Source: an optimization exercise on an open RTL-to-GDS flow (aim: small area, a short achievable clock period and few clock cycles). Production flows keep margins and buffers that such runs may drop. No run shown here included a check of the RTL's function; only the layout flow was run. Power and IR drop assume default switching activity.

## flow/design.v (module list and top-level ports; edited modules follow where they fit)
// module alu_unit: 969 lines
module alu_unit(
    input clk,
    input rst,
    input in_valid,
    output in_ready,
    input [15:0] a,
    input [15:0] b,
    input [2:0] op,
    output reg out_valid,
    output reg [15:0] r
    );
  // ...
==> flow/flow/run.sh <==
#!/bin/bash
# Layout flow: the standard flow, except that synthesis maps with the
# ABC script in flow/abc_area.script (area-oriented mapping, no ABC
# buffering/upsizing; the resizer later fixes timing on the placed design).
# Then: buf_1 port buffers, clkbuf_8 clock buffers, and the resizer asked
# to leave 55 ns of setup slack. Each part logs to its own file.
set -e
rm -rf scripts_abc
cp -r "$FLOW_HOME/scripts" scripts_abc
cp flow/abc_area.script scripts_abc/abc_area.script
A=("BUFFER_PORTS_ARGS=-buffer_cell sky130_fd_sc_hd__buf_1" CTS_BUF_LIST=sky130_fd_sc_hd__clkbuf_8 SETUP_SLACK_MARGIN=55 GPL_ROUTABILITY_DRIVEN=0)
bash standard.sh "${A[@]}" SCRIPTS_DIR=$PWD/scripts_abc synth > synth.log 2>&1
bash standard.sh "${A[@]}" finish > standard.log 2>&1
==> flow/flow/abc_area.script <==
strash
dch
amap
strash
dch
amap
topo
stime -c
==> flow/standard.sh <==
#!/bin/bash
# synth_recipe.tcl (not shown) runs the flow's synth.tcl, then flattens the netlist and writes it again
# the make line also repeats each setting of config.mk as NAME=value (left out here)
make -C /OpenROAD-flow-scripts/flow DESIGN_CONFIG=/design/flow/config.mk WORK_HOME=/design/flow/orfs CLKGATE_MAP_FILE= SYNTH_SCRIPT=/design/flow/synth_recipe.tcl "${@:-finish}"
==> flow/config.mk <==
export PLATFORM = sky130hd
export DESIGN_NAME = alu_unit
export DESIGN_NICKNAME = alu_unit
export VERILOG_FILES = /design/flow/design.v
export SDC_FILE = /design/flow/constraint.sdc
export NUM_CORES = 4
export LEC_CHECK = 0
export ABC_AREA = 1
export CAP_MARGIN = 20
export CORE_MARGIN = 2
export CORE_UTILIZATION = 40
export SLEW_MARGIN = 20
==> flow/constraint.sdc <==
create_clock -name core_clock -period 70.0 [get_ports {clk}]
set_input_delay 14.0000 -clock core_clock [delete_from_list [all_inputs] [get_ports {clk}]]
set_output_delay 14.0000 -clock core_clock [all_outputs]
set_load 0.01 [all_outputs]
==> results.py, run 1 <==
metrics = {
    "status": {
        "status": "finished clean",
    },
    "setup_path": {
        "endpoint": "r[3]",
        "worst-path-stages": 1,
        "worst_setup_path_end_kind": "primary output",
        "ff2ff_path_depth": 78,
        "cp_max_fo": 1,
    },
    "synth": {
        "synth_top_area_share": 0.320,
        "synth-xor-area-share": 0,
        "yosysUniqueCellTypes": 37,
    },
    "pwr": {
        "p_sw_frac": 0.339,
        "p_switching_mw": 0.0700,
        "p_seq_mw": 0.0895,
    },
    "placement": {
        "port_buffers": 54,
        "hpwlAfterDp_um": 18100,
        "dp_cells": 1365,
    },
    "routing": {
        "top_layer_used": "met4",
        "drt-met1-wl_um": 10400,
        "wl_met2_um": 10700,
    },
    "finish": {
        "final_area_um2": 10100,
        "nFillCells": 2146,
        "multi_input_area_um2": 5640,
        "final_common_cell": "dfxtp_1",
        "nets": 1313,
        "fin_util": 0.464,
    },
    "cts": {
        "cts_setup_buffers": 0,
        "clk_latency_ps": 460,
        "cts_buffers": 17,
        "tritoncts": "done",
        "path_clk_slew_ps": 90,
    },
    "timing": {
        "slew_headroom": 0.498,
        "hold_violations": 0,
        "fmax_mhz": 66.9,
        "timing.final.max_slew_violations": 0,
    },
    "grt": {
        "grt_use_total": 0.197,
        "met1_usage": 0.269,
        "use_met3": 0.0324,
        "grt_pass1_vias": 6964,
    },
    "floorplanning": {
        "dieArea_um2": 23300,
    },
}
==> run 2: changes to the inputs <==
--- a/flow/design.v
+++ b/flow/design.v
@@ -6,32 +6,33 @@
     output in_ready,
     input [15:0] a,
     input [15:0] b,
     input [2:0] op,
     output reg out_valid,
     output reg [15:0] r
     );
 assign in_ready = 1'b1;
-wire [2:0] k_in = ~in_valid | rst ? 3'b000 :
-                  op == 3'd4 ? 3'b100 : op == 3'd2 ? 3'b101 :
-                  op == 3'd3 ? 3'b110 : op == 3'd1 ? 3'b111 : 3'b001;
 reg [15:0] a_q, b_q;
-reg [2:0] k0;
+reg [2:0] op_q;
+reg v0;
 always @(posedge clk) begin
     a_q <= a;
     b_q <= b;
-    k0 <= k_in;
+    op_q <= op;
+    v0 <= in_valid & ~rst;
 end
-wire mul0 = k0 == 3'b110;
-wire div0 = k0 == 3'b100;
-wire add0 = k0 == 3'b111;
-wire sub0 = k0 == 3'b101;
+wire mul0 = op_q == 3'd3;
+wire div0 = op_q == 3'd4;
+wire add0 = op_q == 3'd1;
+wire sub0 = op_q == 3'd2;
+wire [2:0] k0 = ~v0 ? 3'b000 : div0 ? 3'b100 : sub0 ? 3'b101 :
+                mul0 ? 3'b110 : add0 ? 3'b111 : 3'b001;
 wire [15:0] y0 = b_q ^ {16{div0 | sub0}};
-wire [15:0] x0 = {a_q[15:9] & {7{~mul0}}, a_q[8:0]};
+wire [15:0] x0 = {a_q[15:10] & {6{~mul0}}, a_q[9:0]};
 wire [1:0] s15;
 wire g15_0_0 = (x0[15] & y0[0]) | ((div0 | sub0) & (x0[15] ^ y0[0]));
 wire p15_0_0 = x0[15] ^ y0[0];
 assign s15[0] = p15_0_0 ^ (div0 | sub0);
 assign s15[1] = g15_0_0;
 wire sel15 = mul0 ? a_q[15] : (div0 & s15[1] & &y0[15:1]);
 wire [15:0] x_15 = sel15 ? {s15[0:0], x0[14:0]} : x0;
 wire [2:0] s14;
@@ -147,31 +148,46 @@
 assign s10[1] = p10_1_1 ^ g10_0_0;
 assign s10[2] = p10_2_2 ^ g10_1_0;
 assign s10[3] = p10_3_3 ^ g10_2_0;
 assign s10[4] = p10_4_4 ^ g10_3_0;
 assign s10[5] = p10_5_5 ^ g10_4_0;
 assign s10[6] = g10_5_0;
 wire sel10 = mul0 ? a_q[10] : (div0 & s10[6] & &y0[15:6]);
 wire [15:0] x_10 = sel10 ? {s10[5:0], x_11[9:0]} : x_11;
+reg [15:0] x1, y1;
+reg [15:10] q1;
+reg [2:0] k1;
+always @(posedge clk) begin
+    x1 <= x_10;
+    y1 <= y0;
+    q1 <= {sel15, sel14, sel13, sel12, sel11, sel10};
+    k1 <= rst ? 3'd0 : k0;
+end
+wire mul1 = k1 == 3'b110;
+wire div1 = k1 == 3'b100;
+wire add1 = k1 == 3'b111;
+wire sub1 = k1 == 3'b101;
+wire v1 = |k1;
+wire xl9 = ~mul1 & x1[9];
 wire [7:0] s9;
-wire g9_0_0 = (x_10[9] & y0[0]) | ((div0 | sub0) & (x_10[9] ^ y0[0]));
-wire p9_0_0 = x_10[9] ^ y0[0];
-wire g9_1_1 = x_10[10] & y0[1];
-wire p9_1_1 = x_10[10] ^ y0[1];
-wire g9_2_2 = x_10[11] & y0[2];
-wire p9_2_2 = x_10[11] ^ y0[2];
-wire g9_3_3 = x_10[12] & y0[3];
-wire p9_3_3 = x_10[12] ^ y0[3];
-wire g9_4_4 = x_10[13] & y0[4];
-wire p9_4_4 = x_10[13] ^ y0[4];
-wire g9_5_5 = x_10[14] & y0[5];
-wire p9_5_5 = x_10[14] ^ y0[5];
-wire g9_6_6 = x_10[15] & y0[6];
-wire p9_6_6 = x_10[15] ^ y0[6];
+wire g9_0_0 = (xl9 & y1[0]) | ((div1 | sub1) & (xl9 ^ y1[0]));
+wire p9_0_0 = xl9 ^ y1[0];
+wire g9_1_1 = x1[10] & y1[1];
+wire p9_1_1 = x1[10] ^ y1[1];
+wire g9_2_2 = x1[11] & y1[2];
+wire p9_2_2 = x1[11] ^ y1[2];
+wire g9_3_3 = x1[12] & y1[3];
+wire p9_3_3 = x1[12] ^ y1[3];
+wire g9_4_4 = x1[13] & y1[4];
+wire p9_4_4 = x1[13] ^ y1[4];
+wire g9_5_5 = x1[14] & y1[5];
+wire p9_5_5 = x1[14] ^ y1[5];
+wire g9_6_6 = x1[15] & y1[6];
+wire p9_6_6 = x1[15] ^ y1[6];
 wire g9_1_0 = g9_1_1 | (p9_1_1 & g9_0_0);
 wire p9_1_0 = p9_1_1 & p9_0_0;
 wire g9_3_2 = g9_3_3 | (p9_3_3 & g9_2_2);
 wire p9_3_2 = p9_3_3 & p9_2_2;
 wire g9_5_4 = g9_5_5 | (p9_5_5 & g9_4_4);
 wire p9_5_4 = p9_5_5 & p9_4_4;
 wire g9_2_0 = g9_2_2 | (p9_2_2 & g9_1_0);
 wire p9_2_0 = p9_2_2 & p9_1_0;
@@ -180,58 +196,44 @@
 wire g9_6_4 = g9_6_6 | (p9_6_6 & g9_5_4);
 wire p9_6_4 = p9_6_6 & p9_5_4;
 wire g9_4_0 = g9_4_4 | (p9_4_4 & g9_3_0);
 wire p9_4_0 = p9_4_4 & p9_3_0;
 wire g9_5_0 = g9_5_4 | (p9_5_4 & g9_3_0);
 wire p9_5_0 = p9_5_4 & p9_3_0;
 wire g9_6_0 = g9_6_4 | (p9_6_4 & g9_3_0);
 wire p9_6_0 = p9_6_4 & p9_3_0;
-assign s9[0] = p9_0_0 ^ (div0 | sub0);
+assign s9[0] = p9_0_0 ^ (div1 | sub1);
 assign s9[1] = p9_1_1 ^ g9_0_0;
 assign s9[2] = p9_2_2 ^ g9_1_0;
 assign s9[3] = p9_3_3 ^ g9_2_0;
 assign s9[4] = p9_4_4 ^ g9_3_0;
 assign s9[5] = p9_5_5 ^ g9_4_0;
 assign s9[6] = p9_6_6 ^ g9_5_0;
 assign s9[7] = g9_6_0;
-wire sel9 = mul0 ? a_q[9] : (div0 & s9[7] & &y0[15:7]);
-wire [15:0] x_9 = sel9 ? {s9[6:0], x_10[8:0]} : x_10;
-reg [15:0] x1, y1;
-reg [15:9] q1;
-reg [2:0] k1;
-always @(posedge clk) begin
-    x1 <= x_9;
-    y1 <= y0;
-    q1 <= {sel15, sel14, sel13, sel12, sel11, sel10, sel9};
-    k1 <= rst ? 3'd0 : k0;
-end
-wire mul1 = k1 == 3'b110;
-wire div1 = k1 == 3'b100;
-wire add1 = k1 == 3'b111;
-wire sub1 = k1 == 3'b101;
-wire v1 = |k1;
-wire xl8 = ~mul1 & x1[8];
+wire sel9 = mul1 ? x1[9] : (div1 & s9[7] & &y1[15:7]);
+wire [15:0] x_9 = sel9 ? {s9[6:0], x1[8:0]} : x1;
+wire xl8 = ~mul1 & x_9[8];
 wire [8:0] s8;
 wire g8_0_0 = (xl8 & y1[0]) | ((div1 | sub1) & (xl8 ^ y1[0]));
 wire p8_0_0 = xl8 ^ y1[0];
-wire g8_1_1 = x1[9] & y1[1];
-wire p8_1_1 = x1[9] ^ y1[1];
-wire g8_2_2 = x1[10] & y1[2];
-wire p8_2_2 = x1[10] ^ y1[2];
-wire g8_3_3 = x1[11] & y1[3];
-wire p8_3_3 = x1[11] ^ y1[3];
-wire g8_4_4 = x1[12] & y1[4];
-wire p8_4_4 = x1[12] ^ y1[4];
-wire g8_5_5 = x1[13] & y1[5];
-wire p8_5_5 = x1[13] ^ y1[5];
-wire g8_6_6 = x1[14] & y1[6];
-wire p8_6_6 = x1[14] ^ y1[6];
-wire g8_7_7 = x1[15] & y1[7];
-wire p8_7_7 = x1[15] ^ y1[7];
+wire g8_1_1 = x_9[9] & y1[1];
+wire p8_1_1 = x_9[9] ^ y1[1];
+wire g8_2_2 = x_9[10] & y1[2];
+wire p8_2_2 = x_9[10] ^ y1[2];
+wire g8_3_3 = x_9[11] & y1[3];
+wire p8_3_3 = x_9[11] ^ y1[3];
+wire g8_4_4 = x_9[12] & y1[4];
+wire p8_4_4 = x_9[12] ^ y1[4];
+wire g8_5_5 = x_9[13] & y1[5];
+wire p8_5_5 = x_9[13] ^ y1[5];
+wire g8_6_6 = x_9[14] & y1[6];
+wire p8_6_6 = x_9[14] ^ y1[6];
+wire g8_7_7 = x_9[15] & y1[7];
+wire p8_7_7 = x_9[15] ^ y1[7];
 wire g8_1_0 = g8_1_1 | (p8_1_1 & g8_0_0);
 wire p8_1_0 = p8_1_1 & p8_0_0;
 wire g8_3_2 = g8_3_3 | (p8_3_3 & g8_2_2);
 wire p8_3_2 = p8_3_3 & p8_2_2;
 wire g8_5_4 = g8_5_5 | (p8_5_5 & g8_4_4);
 wire p8_5_4 = p8_5_5 & p8_4_4;
 wire g8_7_6 = g8_7_7 | (p8_7_7 & g8_6_6);
 wire p8_7_6 = p8_7_7 & p8_6_6;
@@ -255,18 +257,18 @@
 assign s8[1] = p8_1_1 ^ g8_0_0;
 assign s8[2] = p8_2_2 ^ g8_1_0;
 assign s8[3] = p8_3_3 ^ g8_2_0;
 assign s8[4] = p8_4_4 ^ g8_3_0;
 assign s8[5] = p8_5_5 ^ g8_4_0;
 assign s8[6] = p8_6_6 ^ g8_5_0;
 assign s8[7] = p8_7_7 ^ g8_6_0;
 assign s8[8] = g8_7_0;
-wire sel8 = mul1 ? x1[8] : (div1 & s8[8] & &y1[15:8]);
-wire [15:0] x_8 = sel8 ? {s8[7:0], x1[7:0]} : x1;
+wire sel8 = mul1 ? x_9[8] : (div1 & s8[8] & &y1[15:8]);
+wire [15:0] x_8 = sel8 ? {s8[7:0], x_9[7:0]} : x_9;
 wire xl7 = ~mul1 & x_8[7];
 wire [9:0] s7;
 wire g7_0_0 = (xl7 & y1[0]) | ((div1 | sub1) & (xl7 ^ y1[0]));
 wire p7_0_0 = xl7 ^ y1[0];
 wire g7_1_1 = x_8[8] & y1[1];
 wire p7_1_1 = x_8[8] ^ y1[1];
 wire g7_2_2 = x_8[9] & y1[2];
 wire p7_2_2 = x_8[9] ^ y1[2];
@@ -539,17 +541,17 @@
 wire sel4 = mul1 ? x_5[4] : (div1 & s4[12] & &y1[15:12]);
 wire [15:0] x_4 = sel4 ? {s4[11:0], x_5[3:0]} : x_5;
 reg [15:0] x2, y2;
 reg [15:4] q2;
 reg [2:0] k2;
 always @(posedge clk) begin
     x2 <= x_4;
     y2 <= y1;
-    q2 <= {q1[15:9], sel8, sel7, sel6, sel5, sel4};
+    q2 <= {q1[15:10], sel9, sel8, sel7, sel6, sel5, sel4};
     k2 <= rst ? 3'd0 : k1;
 end
 wire mul2 = k2 == 3'b110;
 wire div2 = k2 == 3'b100;
 wire add2 = k2 == 3'b111;
 wire sub2 = k2 == 3'b101;
 wire v2 = |k2;
 wire xl3 = ~mul2 & x2[3];
==> flow/flow/run.sh (replaced) <==
#!/bin/bash
# Layout flow: the standard flow, except that synthesis maps with the
# ABC script in flow/abc_area.script (area-oriented mapping, no ABC
# buffering/upsizing; the resizer later fixes timing on the placed design).
# Then: buf_1 port buffers, clkbuf_8 clock buffers, and the resizer asked
# to leave 55 ns of setup slack. Each part logs to its own file.
set -e
rm -rf scripts_abc
cp -r "$FLOW_HOME/scripts" scripts_abc
cp flow/abc_area.script scripts_abc/abc_area.script
A=("BUFFER_PORTS_ARGS=-buffer_cell sky130_fd_sc_hd__buf_1" CTS_BUF_LIST=sky130_fd_sc_hd__clkbuf_8 SETUP_SLACK_MARGIN=55 )
bash standard.sh "${A[@]}" SCRIPTS_DIR=$PWD/scripts_abc synth > synth.log 2>&1
bash standard.sh "${A[@]}" finish > standard.log 2>&1
==> run 2 against run 1 <==
Cell count shrank 1.2%. Sequential power grew 2.2%. Die area shrank 0.69%. Non-clock buffer count grew 15. Via count shrank 2.1%. Sequential cell count is the same.
==> results.py, run 2 <==
metrics = {
    "status": {
        "status": "finished clean",
    },
    "grt": {
        "grt_max_degree": 31,
        "grt_use_total": 0.195,
        "grt_pass1_wl_um": 36000,
        "grt_overflow_total": 0,
        "grt_pass1_vias": 7008,
        "antenna_found_initial": 0,
    },
    "finish": {
        "diodes": 0,
        "nets": 1298,
        "regArea_um2": 2830,
        "final_common_cell": "dfxtp_1",
        "mostFrequentLayoutCells": "135 x dfxtp_1, 110 x nor2_1, 103 x clkinv_1",
        "drive_gt1_frac": 0.122,
        "nFillCells": 2065,
        "multi_input_area_um2": 5770,
        "area_growth_pct": 18.4,
        "fin_util": 0.478,
    },
    "setup_path": {
        "cpPeakStageDelay_ps": 370,
        "worstPathCellList": "buf_2",
        "crit_slowest_cell": "dfxtp_1",
        "critical_path.top_delay_family": "flip-flops",
        "worst-path-buf-inv": 1,
        "cp_max_fo": 1,
        "worst_setup_path_end_kind": "primary output",
        "start_kind": "flip-flop",
        "arrival_ps": 960,
        "crit_type": "reg2out",
        "worstPathRequired_ps": 56000,
    },
    "synth": {
        "synth_commonest_cells": "141 x dfxtp_1, 117 x clkinv_1, 115 x nor2_1, 109 x a21oi_1, 102 x ha_1",
        "synth-edff-count": 0,
        "postSynthAreaPerCell_um2": 8.87,
        "yosys.cell_count.top_type": "dfxtp_1",
        "synth_area_leaders": "dfxtp_1 32%, ha_1 15%, fa_1 13%, a21oi_1 6.2%, o22ai_1 5.5%",
        "ys_ff_latch": 141,
        "syn_nets": 1187,
        "yosys.area.top_type": "dfxtp_1",
        "synth_warnings": 1,
        "synth_top_area_share": 0.322,
        "syn-instance-count": 988,
        "syn-cell-area_um2": 8760,
        "synth_ff_type": "dfxtp_1",
        "seq_area_frac_synth": 0.322,
        "yosysUniqueCellTypes": 39,
        "async_flop_share": 0,
    },
    "routing": {
        "firstDrtPassIters": 5,
        "drt_iter0_drc": 352,
        "post_drt_wl_per_cell_um": 16.1,
        "wl_um": 22400,
        "ant_nets": 0,
        "drc": 0,
        "via_per_inst": 5.24,
        "num_vias": 7295,
    },
    "floorplanning": {
        "dieArea_um2": 23100,
        "die_w_um": 152,
        "die_y_um": 152,
        "rows": 54,
        "ios": 56,
        "core-area_um2": 21700,
        "initial_core_util": 0.404,
    },
    "cts": {
        "path_clk_slew_ps": 90,
        "cts.sinks": 141,
        "clk_latency_ps": 460,
        "cts_buffers": 17,
        "tritoncts": "done",
        "cts-root-buf": "clkbuf_8",
        "htree_num_levels": 4,
        "cts_buffer_depth": 2,
    },
    "timing": {
        "timing.final.max_slew_violations": 0,
        "worst_pin_slew_ps": 900,
        "finalSetupViolations": 0,
        "rsz0062_at_grt": "false",
        "period_share": 0.214,
        "hold_violations": 0,
        "finClkSkew_ps": 16.1,
        "tns_ps": 0,
        "slew_headroom": 0.394,
        "fin_ws_ps": 55040,
        "fmax_mhz": 66.8,
        "finalCriticalPeriod_ps": 14960,
    },
    "placement": {
        "gp_congestion": 0.890,
        "hpwlAfterDp_um": 16800,
        "port_buffers": 54,
        "place_ws_ps": 51980,
    },
    "pwr": {
        "ir_drop_mv": 0.0163,
        "p_per_area_nw_per_um2": 22.4,
        "p_leak_nw": 4.19,
    },
    "job": {
        "drv_cap": 0,
    },
    "worst_hold_path": {
        "hold_path_class": "reg2reg",
    },
}
-- run 2: changes by cell type in the layout (fill, tap and decap cells not counted), sizes merged, moves of 3 or more --
| cell | delta |
|---|---|
| nand3 | -5 |
| o32a | +3 |
| clkinv | -12 |
| and2 | +3 |
| nor4 | -3 |
| inv | +7 |
| o22a | +4 |
| clkinvlp | -3 |
| nand2 | -3 |
| buf | +16 |
| nor2 | -18 |
| a21oi | -15 |
-- run 2: where the power goes --
part | total [mW] | leakage [nW] | switching [mW] | internal, mW
clock | 0.0694 | 0.208 | 0.0335 | 0.0358
combinational | 0.0715 | 2.80 | 0.0403 | 0.0312
sequential | 0.0915 | 1.18 | 0.00645 | 0.0850
total | 0.232 | 4.19 | 0.0803 | 0.152
-- run 2: area by class of cell --
| class | count | share of cell area |
|---|---|---|
| multi-input cells | 729 | 0.556 |
| flip-flops and latches | 141 | 0.273 |
| repair buffers | 92 | 0.0494 |
| inverters | 117 | 0.0468 |
| well taps | 280 | 0.0338 |
| clock buffers | 17 | 0.0226 |
| clock inverters | 14 | 0.0175 |
| repair inverters | 1 | 0.000483 |
-- run 2: cells by family (layout without fill, tap and decap cells) --
logic type,after synthesis,in the layout,share of synthesized area
buffers and inverters,118,241,0.0510
XOR/XNOR,1,1,0.00100
other,1,1,0.000428
adder cells (fa/ha/maj),161,161,0.281
AO/OA/AOI/OAI,333,333,0.233
AND/OR/NAND/NOR,233,233,0.112
flip-flops,141,141,0.322
-- run 2: metal layers --
layer | share of wire | vias to the layer above | track usage
li1 | - | 3752 | -
met1 | 0.47 | 3384 | 0.261
met3 | 0.032 | 17 | 0.0382
met5 | 0 | - | 0
met2 | 0.49 | 142 | 0.326
met4 | 0.0098 | 0 | 0.0454
-- run 2: what timing repair did --
item / CTS / global route
setup endpoints to repair: 32 / 35
gates cloned: 0 / 1
hold buffers: 0 / 0
buffers inserted: 8 / 24
resized for setup: 39 / 63
pin swaps: 4 / 10
endpoints found under the hold margin: 0 / 0
-- run 2: stage by stage --
stage	hold slack (ps)	area, um^2	cells	total power, mW
final	319	10400	1391	0.232
after global routing	333	10400	1391	0.249
after CTS	320	9970	1366	0.230
after detailed placement	312	9380	1327	0.160
after global placement	311	9370	1326	0.159
after floorplan	310	8780	988	0.145
-- run 2: worst paths after layout --
path	start	to	slack, ps	cells past startpoint
worst min-delay path	x1[0]$_DFF_P_	x2[0]$_DFF_P_	320	0
worst min register to register	x1[0]$_DFF_P_	x2[0]$_DFF_P_	320	0
worst max register to register	k1[2]$_SDFF_PP0_	x2[6]$_DFF_P_	56010	83
worst max-delay path	r[9]$_DFF_P_	r[9]	55040	1

[re-timing with driven ports]
How much do the figures lean on ideal ports? The routed layouts below were timed once more, with nothing changed but the port constraints.
Step 1: set_driving_cell puts a clkbuf_16 on clk and a buf_2 on each other input, an assumption about the parent block.
Step 2 times the ports against the registers' clock, not the clock port: input delays grow and output delays shrink by t, the midpoint of the rising clock arrivals with the driver on.
Slacks: ideal / step 1 / step 2; pairs: ideal / step 1.
| run | t, ns | slack for setup (ns) | worst hold slack (ns) | clock arrival spread, ns | cell pins on the clock port's net |
|---|---|---|---|---|---|
| run 1 | 0.491 | 55.042 / 55.002 / 55.271 | 0.325 / 0.325 / 0.325 | 0.019 / 0.019 | 1 |
| run 2 | 0.493 | 55.038 / 54.995 / 55.340 | 0.319 / 0.319 / 0.319 | 0.016 / 0.017 | 1 |
After both steps every run listed still meets setup and hold.
